This design comes from an exercise in tuning for small area, a short achievable clock period and few clock cycles on the open sky130 flow, not from production work. Only simulation tests tie the RTL to the original design; equivalence was not proved. Power is estimated from default activity; no workload was simulated.

==> 04-25 <==
// alu
module alu #(
    parameter INT_W  = 4,
    parameter FRAC_W = 6,
    parameter INST_W = 4,
    parameter DATA_W = INT_W + FRAC_W
)(
    input                     i_clk,
    input                     i_rst_n,
    input                     i_valid,
    input signed [DATA_W-1:0] i_data_a,
    input signed [DATA_W-1:0] i_data_b,
    input        [INST_W-1:0] i_inst,
    output                    o_valid,
    output       [DATA_W-1:0] o_data
);
==> flow/config.mk <==
export PLATFORM = sky130hd
export DESIGN_NAME = alu
export DESIGN_NICKNAME = alu
export VERILOG_FILES = /design/flow/design.v
export SDC_FILE = /design/flow/constraint.sdc
export NUM_CORES = 4
export LEC_CHECK = 0
export CAP_MARGIN = 20
export CORE_MARGIN = 2
export CORE_UTILIZATION = 40
export SETUP_SLACK_MARGIN = 2.5
export SLEW_MARGIN = 20
==> flow/constraint.sdc <==
create_clock -name core_clock -period 9.0 [get_ports {i_clk}]
set_input_delay 1.8000 -clock core_clock [delete_from_list [all_inputs] [get_ports {i_clk}]]
set_output_delay 1.8000 -clock core_clock [all_outputs]
set_load 0.01 [all_outputs]
standard.sh (not shown) runs the stock make flow with config.mk's settings and CLKGATE_MAP_FILE= SYNTH_SCRIPT=/design/flow/synth_recipe.tcl, a recipe that flattens the netlist after the stock synthesis.
==> flow/flow/run.sh <==
#!/bin/bash
# The standard layout, except that the input and output ports are buffered
# with buf_2 cells (buffer_ports otherwise picks a slow delay buffer).
set -euo pipefail
bash standard.sh "BUFFER_PORTS_ARGS=-buffer_cell sky130_fd_sc_hd__buf_2" finish > standard_flow.log 2>&1
==> inputs of 04-10, as changes to 04-25 <==
==> flow/run.sh (new file) <==
#!/bin/bash
# synth_recipe.tcl (not shown) runs the flow's synth.tcl, then flattens the netlist and writes it again
# the make line also repeats each setting of config.mk as NAME=value (left out here)
make -C /OpenROAD-flow-scripts/flow DESIGN_CONFIG=/design/flow/config.mk WORK_HOME=/design/flow/orfs CLKGATE_MAP_FILE= SYNTH_SCRIPT=/design/flow/synth_recipe.tcl finish
SETUP_SLACK_MARGIN = 4.5   (was 2.5)
removed: flow/flow/run.sh
removed: flow/standard.sh
==> key figures <==
STA
  • FMAX: 193 MHz

Final layout
  • Fin nets: 931
  • Multi-input gate area: 0.00526 mm^2
  • Post-route cell area: 0.00836 mm^2

Clocking
  • CTS resizes: 244
  • Post-CTS setup buffers: 79

Global routing
  • Met2 Use GR: 0.432
  • Largest net degree at the start of global routing: 25

Power
  • Power per cell area: 360 mW/mm^2
  • Comb group: 0.00258 W
  • Seq power: 0.000260 W

Status
  • Outcome: finished clean

Detailed routing
  • Final WL: 20,100 um

Worst setup path
  • Crit-path most repeated cell: buf_4
The numbers above come from 04-10.

==> key figures <==
Status
  • Outcome: finished clean

Final layout
  • Post-route cell area: 0.00621 mm^2
  • Multi-input gate area: 0.00445 mm^2
  • Fin nets: 815

Power
  • Seq power: 0.000262 W
  • Power per cell area: 282 mW/mm^2

STA
  • FMAX: 175 MHz

Global routing
  • Met2 Use GR: 0.363
  • Largest net degree at the start of global routing: 49

Clocking
  • CTS resizes: 0
  • Post-CTS setup buffers: 0

Detailed routing
  • Final WL: 16,100 um

Worst setup path
  • Crit-path most repeated cell: a21oi_1
The numbers above come from 04-25.

Testbench counts of 04-25, summed over its fixed seeds: cycles 24,000.
Testbench counts of 04-10, summed over its fixed seeds: cycles 24,000.

---

==> run M: inputs <==
alu again, from the RTL that the note above started with.
clock: 9.0 ns
lec_check: 0
cap_margin: 20
core_margin: 2
core_utilization: 40
setup_slack_margin: 4.5
slew_margin: 20
==> flow/flow/run.sh <==
#!/bin/bash
# The standard layout, except that the input and output ports are buffered
# with buf_2 cells (buffer_ports otherwise picks a slow delay buffer).
set -euo pipefail
bash standard.sh "BUFFER_PORTS_ARGS=-buffer_cell sky130_fd_sc_hd__buf_2" finish > standard_flow.log 2>&1
==> run G: changes against run M <==
ABC_AREA = 1   (was not set)
SETUP_SLACK_MARGIN = 3.5   (was 4.5)
==> comparison table <==
| item | run G | run M |
|---|---|---|
| Outcome | complete, no violations | complete, no violations |
| Number of non-clock inverters | 167 | 96 |
| Vias post-DR | 5,296 | 5,517 |
| Sequential share of power | 0.132 | 0.088 |
| Final critical-path setup slack | 3.66 ns | 3.78 ns |
| PnR Total Power | 1.95 mW | 2.94 mW |
| Final Instance Area | 6450 sq um | 8130 sq um |
| ClkCell Share | 0.0285 | 0.0239 |
| Mapped cell area | 5960 sq um | 5780 sq um |
| Area share of buffers outside the clock network | 0.0287 | 0.158 |
| Maximum cell stage delay along the critical path | 0.61 ns | 0.53 ns |
| Area fraction in and, or, nand and nor cells after synthesis | 0.290 | 0.186 |
| Share of the cycle needed by the critical path after routing | 0.594 | 0.580 |
| Worst Setup Slack post-DPL | 3.45 ns | 3.20 ns |
| Path depth of the worst reg2reg path | 15 | 14 |
| Multi-input gate share of total cell area | 0.683 | 0.643 |
| Switching fraction of total power | 0.531 | 0.457 |
| Post-synthesis average cell area | 7.15 sq um | 8.59 sq um |
| Max IR drop VDD | 180 uV | 358 uV |
| First-pass GRT wire length | 27.5 mm | 31.4 mm |
Testbench counts of run M, summed over its fixed seeds: cycles 24,000.
Testbench counts of run G, summed over its fixed seeds: cycles 24,000.

---

==> job 2279: inputs <==
alu, a different RTL version from the one above (not shown whole).
clock: 9.0 ns
lec_check: 0
abc_area: 1
cap_margin: 20
core_margin: 2
core_utilization: 40
cts_buf_list: sky130_fd_sc_hd__clkbuf_8
setup_slack_margin: 4.3
slew_margin: 20
Scripts as last shown in full above: flow/flow/run.sh
==> inputs of job 3895, as changes to job 2279 <==
--- a/flow/config.mk
+++ b/flow/config.mk
@@ -10,5 +10,4 @@
 export CORE_MARGIN = 2
-export CORE_UTILIZATION = 40
-export CTS_BUF_LIST = sky130_fd_sc_hd__clkbuf_8
-export SETUP_SLACK_MARGIN = 4.3
+export CORE_UTILIZATION = 30
+export SETUP_SLACK_MARGIN = 3.5
 export SLEW_MARGIN = 20
==> inputs of job 830, as changes to job 2279 <==
==> flow/flow/run.sh (replaced) <==
#!/bin/bash
# The standard layout with two changes:
#  - the input and output ports are buffered with buf_2 cells (buffer_ports
#    otherwise picks a slow delay buffer);
#  - synthesis is the standard one except for ABC's mapping: the logic from
#    the registers to o_data keeps ORFS's area script (abc_area.script), the
#    logic from the inputs to the registers, which has timing to spare, is
#    mapped for area only (abc_s1.script). flow/abc_split.tcl replaces the
#    single abc call of ORFS's synth.tcl.
set -euo pipefail
W=$PWD
awk -v blk="$W/flow/abc_split.tcl" '{
  if ($0 == "  log_cmd abc {*}$abc_args") { while ((getline l < blk) > 0) print l; close(blk) }
  else print
}' "$FLOW_HOME/scripts/synth.tcl" > synth_split.tcl
grep -q 'ABC_S1' synth_split.tcl
sed "s#source \$::env(SCRIPTS_DIR)/synth.tcl#source $W/synth_split.tcl#" synth_recipe.tcl > synth_top.tcl
grep -q 'synth_split.tcl' synth_top.tcl
bash standard.sh "BUFFER_PORTS_ARGS=-buffer_cell sky130_fd_sc_hd__buf_2" \
  "SYNTH_SCRIPT=$W/synth_top.tcl" \
  "ABC_S1=$W/flow/abc_s1.script" \
  "ABC_S2=$FLOW_HOME/scripts/abc_area.script" \
  finish > standard_flow.log 2>&1
==> flow/flow/abc_s1.script (new file) <==
strash
dch
map -a
topo
stime -c
buffer -c
upsize -c
dnsize -c
==> flow/flow/abc_split.tcl (new file) <==
  # Map the logic in the cone of the outputs (from the registers to o_data)
  # and the rest (from the inputs to the registers) with separate ABC scripts.
  set abc_rest [lrange $abc_args 2 end]
  select -set s2 o:o_data {%ci*:-sky130_fd_sc_hd__dfxtp_1[D,CLK]:-sky130_fd_sc_hd__dfrtp_1[D,CLK,RESET_B]}
  select -set s1 * @s2 %d
  log_cmd abc -script $::env(ABC_S1) {*}$abc_rest @s1
  log_cmd abc -script $::env(ABC_S2) {*}$abc_rest @s2
  select -clear
--- a/flow/config.mk
+++ b/flow/config.mk
@@ -11,4 +11,3 @@
 export CORE_UTILIZATION = 40
-export CTS_BUF_LIST = sky130_fd_sc_hd__clkbuf_8
-export SETUP_SLACK_MARGIN = 4.3
+export SETUP_SLACK_MARGIN = 3.5
 export SLEW_MARGIN = 20
==> summary of the runs <==
- In job 830 the register-to-register slack is worse than in job 3895, by 0.11 ns.
- In job 830 the sequential power is lower than in job 3895, by about 5%.
- Against job 2279, the total power of job 3895 is smaller by about 15%.
- Final cell count, highest first: job 3895, job 2279, job 830.
- Routed wire length: job 830 is higher than job 2279 (about 2.2%).
- In sequential cell count, job 2279 and job 3895 do not differ.
- Against job 830, the synthesized cell count of job 3895 is larger by 10%.
- In critical path depth, job 830 and job 2279 do not differ.
- Global-route usage: job 830 > job 2279 > job 3895.
==> figures <==
Run status: job 830 no timing/DRC/antenna violations; job 2279 no timing/DRC/antenna violations; job 3895 no timing/DRC/antenna violations
Number of global-route vias before repair: job 830 5,464; job 2279 5,392; job 3895 5,658
Crit Path Max Fanout: job 830 9; job 2279 5; job 3895 9
Cell internal pwr: job 830 0.000553 W; job 2279 0.000706 W; job 3895 0.000599 W
Worst hold slack: job 830 0.576 ns; job 2279 0.557 ns; job 3895 0.566 ns
Post-cts gate resize count: job 830 0; job 2279 1; job 3895 0
N_taps: job 830 184; job 2279 184; job 3895 265
Wire length of the first global-routing pass: job 830 29,300 microns; job 2279 28,600 microns; job 3895 29,800 microns
Net count after synthesis: job 830 948; job 2279 1,031; job 3895 1,031
Total of fill cells in the finished design: job 830 1,537; job 2279 1,502; job 3895 2,186
Pin count of the biggest net entering global routing: job 830 22; job 2279 25; job 3895 25
Met1 layer usage reported by global route: job 830 31.9%; job 2279 32.4%; job 3895 24.9%
Chip height: job 830 125 microns; job 2279 127 microns; job 3895 146 microns
Sequential cell area fraction in the yosys report: job 830 14.2%; job 2279 13.9%; job 3895 13.9%
Post-route total power: job 830 0.00105 W; job 2279 0.00136 W; job 3895 0.00117 W
Endpoint of the most critical setup path: job 830 o_data[8]; job 2279 o_data[2]; job 3895 o_data[8]
Combinational gate power: job 830 0.000657 W; job 2279 0.000986 W; job 3895 0.000744 W
Max VDD drop: job 830 70.7 uV; job 2279 103 uV; job 3895 86.1 uV
Final #Nets: job 830 964; job 2279 1,052; job 3895 1,041
Post-Synth Simple-Gate Area: job 830 25.5%; job 2279 28.8%; job 3895 28.8%
Testbench counts of job 2279, summed over its fixed seeds: cycles 24,000.
Testbench counts of job 3895, summed over its fixed seeds: cycles 24,000.
Testbench counts of job 830, summed over its fixed seeds: cycles 24,000.

[separate check: timing with driven ports]
Ports are ideal in the flow. The routed layouts listed here were re-timed in OpenROAD. Step 1 sets driving cells, clkbuf_16 on the clock port and buf_2 on the other inputs (assumed; they add their load-dependent delay and slew). Step 2 moves the port delays by t, midway between the first and last clock arrival at a register: inputs arrive t later, outputs are due t later. That takes back most of the time a late clock gives input paths. Slacks: ideal / step 1 / step 2; pairs: ideal / step 1.
| run | t (ns) | setup slack, ns | hold slack, ns | worst register clock-pin slew, ns | worst slew at a driven data input, ns |
|---|---|---|---|---|---|
| 04-25 | 0.313 | 3.270 / 3.235 / 3.219 | 0.537 / 0.537 / 0.537 | 0.06 / 0.06 | 0.03 |
| 04-10 | 0.314 | 3.806 / 3.767 / 3.520 | 0.575 / 0.575 / 0.575 | 0.06 / 0.06 | 0.06 |
| run M | 0.319 | 3.780 / 3.739 / 3.785 | 0.568 / 0.568 / 0.568 | 0.06 / 0.06 | 0.13 |
| run G | 0.309 | 3.656 / 3.667 / 3.358 | 0.562 / 0.562 / 0.562 | 0.06 / 0.06 | 0.03 |
| job 2279 | 0.323 | 4.339 / 4.307 / 4.349 | 0.557 / 0.557 / 0.557 | 0.09 / 0.09 | 0.04 |
| job 3895 | 0.314 | 4.335 / 4.300 / 4.339 | 0.566 / 0.566 / 0.566 | 0.06 / 0.06 | 0.06 |
| job 830 | 0.319 | 4.358 / 4.324 / 4.103 | 0.576 / 0.576 / 0.576 | 0.06 / 0.06 | 0.03 |
After both steps setup and hold are still met in every run listed. For run G, which loses most, drivers alone change the setup slack by +0.011 ns; drivers and shift together by -0.298 ns.
